Background: an optimization exercise with open tools, aiming at small area. Do not read the settings as production practice.
Only simulation tests tie the RTL to the original design; equivalence was not proved.
Power is estimated from default activity; no workload was simulated.

==> job 6026: inputs <==
==> flow/design.v (excerpt) <==
module top
  (input [0:0] clk_12mhz_i
  ,input [0:0] reset_n_async_unsafe_i
  ,input [3:1] button_async_unsafe_i
  ,output [7:0] ssd_o
  ,output [5:1] led_o);
==> module top, before the edit <==
module top
  (input [0:0] clk_12mhz_i
  ,input [0:0] reset_n_async_unsafe_i
  ,input [3:1] button_async_unsafe_i
  ,output [7:0] ssd_o
  ,output [5:1] led_o);
   wire [0:0] reset_n_sync_r;
   wire [0:0] reset_sync_r;
   wire [0:0] reset_r;  
   dff
     #()
   sync_a
     (.clk_i(clk_12mhz_i)
     ,.reset_i(1'b0)
     ,.en_i(1'b1)
     ,.d_i(reset_n_async_unsafe_i)
     ,.q_o(reset_n_sync_r));
   inv
     #()
   inv
     (.a_i(reset_n_sync_r)
     ,.b_o(reset_sync_r));
   dff
     #()
   sync_b
     (.clk_i(clk_12mhz_i)
     ,.reset_i(1'b0)
     ,.en_i(1'b1)
     ,.d_i(reset_sync_r)
     ,.q_o(reset_r));
  wire [21:0] time_count_w;
  counter
    #(.width_p(22))
  counter_time_inst (
    .clk_i(clk_12mhz_i),
    .reset_i(reset_r),
    .up_i(1'b1),
    .down_i(1'b0),
    .count_o(time_count_w)
  );
  wire [0:0] button1_w;
  assign button1_w = button_async_unsafe_i[1];
  wire [0:0] button2_w;
  assign button2_w = button_async_unsafe_i[2];
  wire [0:0] button1_db;
  debounce
    #(.min_delay_p(4))
  debounce_button1_inst (
    .clk_i(clk_12mhz_i),
    .reset_i(reset_r),
    .button_i(button1_w),
    .button_o(button1_db)
  );
  wire [0:0] button2_db;
  debounce
    #(.min_delay_p(4))
  debounce_button2_inst (
    .clk_i(clk_12mhz_i),
    .reset_i(reset_r),
    .button_i(button2_w),
    .button_o(button2_db)
  );
  wire [0:0] button1_edge;
  wire [0:0] button1_unedge;
  detect_edge
    #()
  detect_button1edge_inst (
    .clk_i(clk_12mhz_i),
    .reset_i(reset_r),
    .button_i(button1_db),
    .button_o(button1_edge),
    .unbutton_o(button1_unedge)
  );
  wire [0:0] button2_edge;
  wire [0:0] button2_unedge;
  detect_edge
    #()
  detect_button2edge_inst (
    .clk_i(clk_12mhz_i),
    .reset_i(reset_r),
    .button_i(button2_db),
    .button_o(button2_edge),
    .unbutton_o(button2_unedge)
  );
  wire [7:0] count_w;
  counter
    #(.width_p(8))
  counter_count_inst (
    .clk_i(clk_12mhz_i),
    .reset_i(reset_r),
    .up_i(button1_edge),
    .down_i(button2_edge),
    .count_o(count_w)
  );
  wire [7:0] top8_w;
  assign top8_w = count_w[7:0];
  wire [3:0] tophex_w;
  assign tophex_w = top8_w[7:4];
  wire [3:0] bottomhex_w;
  assign bottomhex_w = top8_w[3:0];
  wire [6:0] topssd_w;
  wire [6:0] bottomssd_w;
  hex2ssd
    #()
  hex2ssd_top_inst (
    .hex_i(tophex_w),
    .ssd_o(topssd_w)
  );
  hex2ssd
    #()
  hex2ssd_bottom_inst (
    .hex_i(bottomhex_w),
    .ssd_o(bottomssd_w)
  );
  wire [13:0] digit_count_w;
  counter
    #(.width_p(14))
  counter_digit_inst (
    .clk_i(clk_12mhz_i),
    .reset_i(reset_r),
    .up_i(1'b1),
    .down_i(1'b0),
    .count_o(digit_count_w)
  );
  wire [0:0] digit_w;
  assign digit_w = digit_count_w[13];
  wire [6:0] ssd_w;
  genvar i;
  generate
    for (i = 0; i < 7; i++) begin : mux
      mux2 
        #()
      mux2_inst (
        .a_i(bottomssd_w[i]),   
        .b_i(topssd_w[i]),      
        .select_i(~digit_w),         
        .c_o(ssd_w[i])         
      );
    end
  endgenerate
  assign ssd_o = {digit_w, ssd_w}; 
  assign led_o = {time_count_w[21], button1_db, digit_count_w[13], button1_unedge, reset_r};
endmodule
==> flow/config.mk <==
export PLATFORM = sky130hd
export DESIGN_NAME = top
export DESIGN_NICKNAME = top
export VERILOG_FILES = /design/flow/design.v
export SDC_FILE = /design/flow/constraint.sdc
export NUM_CORES = 4
export LEC_CHECK = 0
export CAP_MARGIN = 20
export CORE_MARGIN = 2
export CORE_UTILIZATION = 40
export SLEW_MARGIN = 20
==> flow/constraint.sdc <==
create_clock -name core_clock -period 10.0 [get_ports {clk_12mhz_i}]
set_input_delay 2.0000 -clock core_clock [delete_from_list [all_inputs] [get_ports {clk_12mhz_i}]]
set_output_delay 2.0000 -clock core_clock [all_outputs]
set_load 0.01 [all_outputs]
run.sh (not shown) runs the stock make flow with config.mk's settings and CLKGATE_MAP_FILE= SYNTH_SCRIPT=/design/flow/synth_recipe.tcl, a recipe that flattens the netlist after the stock synthesis.
==> inputs of job 618, as changes to job 6026 <==
--- a/flow/design.v
+++ b/flow/design.v
@@ -165,138 +165,103 @@
   ,output [5:1] led_o);
-   wire [0:0] reset_n_sync_r;
-   wire [0:0] reset_sync_r;
-   wire [0:0] reset_r;  
-   dff
-     #()
-   sync_a
-     (.clk_i(clk_12mhz_i)
-     ,.reset_i(1'b0)
-     ,.en_i(1'b1)
-     ,.d_i(reset_n_async_unsafe_i)
-     ,.q_o(reset_n_sync_r));
-   inv
-     #()
-   inv
-     (.a_i(reset_n_sync_r)
-     ,.b_o(reset_sync_r));
-   dff
-     #()
-   sync_b
-     (.clk_i(clk_12mhz_i)
-     ,.reset_i(1'b0)
-     ,.en_i(1'b1)
-     ,.d_i(reset_sync_r)
-     ,.q_o(reset_r));
-  wire [21:0] time_count_w;
-  counter
-    #(.width_p(22))
-  counter_time_inst (
-    .clk_i(clk_12mhz_i),
-    .reset_i(reset_r),
-    .up_i(1'b1),
-    .down_i(1'b0),
-    .count_o(time_count_w)
-  );
-  wire [0:0] button1_w;
-  assign button1_w = button_async_unsafe_i[1];
-  wire [0:0] button2_w;
-  assign button2_w = button_async_unsafe_i[2];
-  wire [0:0] button1_db;
-  debounce
-    #(.min_delay_p(4))
-  debounce_button1_inst (
-    .clk_i(clk_12mhz_i),
-    .reset_i(reset_r),
-    .button_i(button1_w),
-    .button_o(button1_db)
-  );
-  wire [0:0] button2_db;
-  debounce
-    #(.min_delay_p(4))
-  debounce_button2_inst (
-    .clk_i(clk_12mhz_i),
-    .reset_i(reset_r),
-    .button_i(button2_w),
-    .button_o(button2_db)
-  );
-  wire [0:0] button1_edge;
-  wire [0:0] button1_unedge;
-  detect_edge
-    #()
-  detect_button1edge_inst (
-    .clk_i(clk_12mhz_i),
-    .reset_i(reset_r),
-    .button_i(button1_db),
-    .button_o(button1_edge),
-    .unbutton_o(button1_unedge)
-  );
-  wire [0:0] button2_edge;
-  wire [0:0] button2_unedge;
-  detect_edge
-    #()
-  detect_button2edge_inst (
-    .clk_i(clk_12mhz_i),
-    .reset_i(reset_r),
-    .button_i(button2_db),
-    .button_o(button2_edge),
-    .unbutton_o(button2_unedge)
-  );
-  wire [7:0] count_w;
-  counter
-    #(.width_p(8))
-  counter_count_inst (
-    .clk_i(clk_12mhz_i),
-    .reset_i(reset_r),
-    .up_i(button1_edge),
-    .down_i(button2_edge),
-    .count_o(count_w)
-  );
-  wire [7:0] top8_w;
-  assign top8_w = count_w[7:0];
-  wire [3:0] tophex_w;
-  assign tophex_w = top8_w[7:4];
-  wire [3:0] bottomhex_w;
-  assign bottomhex_w = top8_w[3:0];
-  wire [6:0] topssd_w;
-  wire [6:0] bottomssd_w;
-  hex2ssd
-    #()
-  hex2ssd_top_inst (
-    .hex_i(tophex_w),
-    .ssd_o(topssd_w)
-  );
-  hex2ssd
-    #()
-  hex2ssd_bottom_inst (
-    .hex_i(bottomhex_w),
-    .ssd_o(bottomssd_w)
-  );
-  wire [13:0] digit_count_w;
-  counter
-    #(.width_p(14))
-  counter_digit_inst (
-    .clk_i(clk_12mhz_i),
-    .reset_i(reset_r),
-    .up_i(1'b1),
-    .down_i(1'b0),
-    .count_o(digit_count_w)
-  );
-  wire [0:0] digit_w;
-  assign digit_w = digit_count_w[13];
-  wire [6:0] ssd_w;
-  genvar i;
-  generate
-    for (i = 0; i < 7; i++) begin : mux
-      mux2 
-        #()
-      mux2_inst (
-        .a_i(bottomssd_w[i]),   
-        .b_i(topssd_w[i]),      
-        .select_i(~digit_w),         
-        .c_o(ssd_w[i])         
-      );
-    end
-  endgenerate
-  assign ssd_o = {digit_w, ssd_w}; 
-  assign led_o = {time_count_w[21], button1_db, digit_count_w[13], button1_unedge, reset_r};
-endmodule
+   logic [0:0] reset_n_sync_r;
+   logic [0:0] reset_r;
+   always_ff @(posedge clk_12mhz_i) begin
+      reset_n_sync_r <= reset_n_async_unsafe_i;
+      reset_r <= ~reset_n_sync_r;
+   end
+   logic [12:0] tlo_r;
+   logic [0:0]  t13_r;
+   logic [7:0]  thi_r;    
+   wire [0:0] tlo_zero_w = ~|tlo_r[11:0];
+   wire [0:0] tlo_fb_w = tlo_r[12] ^ tlo_r[3] ^ tlo_r[2] ^ tlo_r[0] ^ tlo_zero_w;
+   wire [0:0] tlo_wrap_w = tlo_r[12] & tlo_zero_w;
+   always_ff @(posedge clk_12mhz_i) begin
+      if (reset_r) begin
+         tlo_r <= '0;
+         t13_r <= 1'b0;
+         thi_r <= '0;
+      end else begin
+         tlo_r <= {tlo_r[11:0], tlo_fb_w};
+         t13_r <= t13_r ^ tlo_wrap_w;
+         thi_r <= thi_r + {7'b0, tlo_wrap_w & t13_r};
+      end
+   end
+   wire [2:0] b1_w;    
+   wire [0:0] b2_w;    
+   btn1_fsm btn1 (.clk_i(clk_12mhz_i), .reset_i(reset_r), .b_i(button_async_unsafe_i[1]), .o_o(b1_w));
+   btn2_fsm btn2 (.clk_i(clk_12mhz_i), .reset_i(reset_r), .b_i(button_async_unsafe_i[2]), .o_o(b2_w));
+   wire [0:0] rise1_w = b1_w[0];
+   wire [0:0] rise2_w = b2_w[0];
+   logic [7:0] count_r;
+   always_ff @(posedge clk_12mhz_i) begin
+      if (reset_r)
+        count_r <= '0;
+      else if (rise1_w && !rise2_w)
+        count_r <= count_r + 8'd1;
+      else if (rise2_w && !rise1_w)
+        count_r <= count_r - 8'd1;
+   end
+   wire [3:0] digit_w = t13_r ? count_r[3:0] : count_r[7:4];
+   logic [6:0] seg_l;
+   always_comb begin
+      case (digit_w)
+        4'h0 : seg_l = 7'b1000000;
+        4'h1 : seg_l = 7'b1111001;
+        4'h2 : seg_l = 7'b0100100;
+        4'h3 : seg_l = 7'b0110000;
+        4'h4 : seg_l = 7'b0011001;
+        4'h5 : seg_l = 7'b0010010;
+        4'h6 : seg_l = 7'b0000010;
+        4'h7 : seg_l = 7'b1111000;
+        4'h8 : seg_l = 7'b0000000;
+        4'h9 : seg_l = 7'b0011000;
+        4'hA : seg_l = 7'b0001000;
+        4'hB : seg_l = 7'b0000011;
+        4'hC : seg_l = 7'b1000110;
+        4'hD : seg_l = 7'b0100001;
+        4'hE : seg_l = 7'b0000110;
+        default : seg_l = 7'b0001110;
+      endcase
+   end
+   assign ssd_o = {t13_r, seg_l};
+   assign led_o = {thi_r[7], b1_w[2], t13_r, b1_w[1], reset_r};
+endmodule
+module btn1_fsm(input clk_i, input reset_i, input b_i, output [2:0] o_o);
+  logic [3:0] st_r, st_n; logic [2:0] o_l;
+  always_comb begin
+    case (st_r)
+      4'd0: begin st_n = b_i ? 4'd1 : 4'd0; o_l = 3'b000; end
+      4'd1: begin st_n = b_i ? 4'd2 : 4'd0; o_l = 3'b000; end
+      4'd2: begin st_n = b_i ? 4'd4 : 4'd1; o_l = 3'b000; end
+      4'd3: begin st_n = b_i ? 4'd4 : 4'd1; o_l = 3'b010; end
+      4'd4: begin st_n = b_i ? 4'd7 : 4'd2; o_l = 3'b000; end
+      4'd5: begin st_n = b_i ? 4'd8 : 4'd3; o_l = 3'b000; end
+      4'd6: begin st_n = b_i ? 4'd8 : 4'd3; o_l = 3'b001; end
+      4'd7: begin st_n = b_i ? 4'd10 : 4'd6; o_l = 3'b100; end
+      4'd8: begin st_n = b_i ? 4'd10 : 4'd6; o_l = 3'b110; end
+      4'd9: begin st_n = b_i ? 4'd9 : 4'd5; o_l = 3'b100; end
+      4'd10: begin st_n = b_i ? 4'd9 : 4'd5; o_l = 3'b101; end
+      default: begin st_n = '0; o_l = '0; end
+    endcase
+  end
+  always_ff @(posedge clk_i) st_r <= reset_i ? '0 : st_n;
+  assign o_o = o_l;
+endmodule
+module btn2_fsm(input clk_i, input reset_i, input b_i, output [0:0] o_o);
+  logic [2:0] st_r, st_n; logic [0:0] o_l;
+  always_comb begin
+    case (st_r)
+      3'd0: begin st_n = b_i ? 3'd1 : 3'd0; o_l = 1'b0; end
+      3'd1: begin st_n = b_i ? 3'd2 : 3'd0; o_l = 1'b0; end
+      3'd2: begin st_n = b_i ? 3'd3 : 3'd1; o_l = 1'b0; end
+      3'd3: begin st_n = b_i ? 3'd5 : 3'd2; o_l = 1'b0; end
+      3'd4: begin st_n = b_i ? 3'd5 : 3'd2; o_l = 1'b1; end
+      3'd5: begin st_n = b_i ? 3'd7 : 3'd4; o_l = 1'b0; end
+      3'd6: begin st_n = b_i ? 3'd6 : 3'd3; o_l = 1'b0; end
+      3'd7: begin st_n = b_i ? 3'd6 : 3'd3; o_l = 1'b1; end
+      default: begin st_n = '0; o_l = '0; end
+    endcase
+  end
+  always_ff @(posedge clk_i) st_r <= reset_i ? '0 : st_n;
+  assign o_o = o_l;
+endmodule
==> summary of the runs <==
Between job 618 and job 6026, the lower cell count is in job 618 (gap 35%, measured against job 6026). Routed wire length: job 6026 is higher than job 618 (about 60%). Between job 6026 and job 618, the lower register-to-register slack is in job 6026 (gap 0.32 ns). Non-clock buffer count is the same in job 6026 and job 618. Against job 6026, the flip-flop and latch count of job 618 is lower by 32. Of job 6026 and job 618, job 618 has the higher utilization (gap 2.6 points). In job 618 the setup slack is worse than in job 6026, by 0.94 ns.
==> figures <==
metric                                               job 6026    job 618
Status                               timing/DRC/antenna clean  timing/DRC/antenna clean
GR met1 Demand/Resource                                 0.169      0.174
Hold-critical path endpoint                        sync_b.q_r    reset_r
Clock Pin Slew Worst Setup and Hold Paths             0.07 ns    0.08 ns
Largest net degree at the start of global routing          66         40
Number of nets in the final layout                        423        279
Number of distinct library cells after synthesis           50         51
Share of power burned in the clock network              0.216      0.387
Cell area after placement                           3660 um^2  2340 um^2
Flops & latches, synth                                     71         39
Clock period minus worst slack                        3.86 ns    4.80 ns
Total met3 wirelength after detailed routing           190 um     100 um
Number of standard-cell rows in the floorplan              34         26
Chip width                                            97.9 um    77.9 um
Post-route worst setup slack                          6.14 ns    5.20 ns
Synth Area in Simple Gates                              0.184      0.219
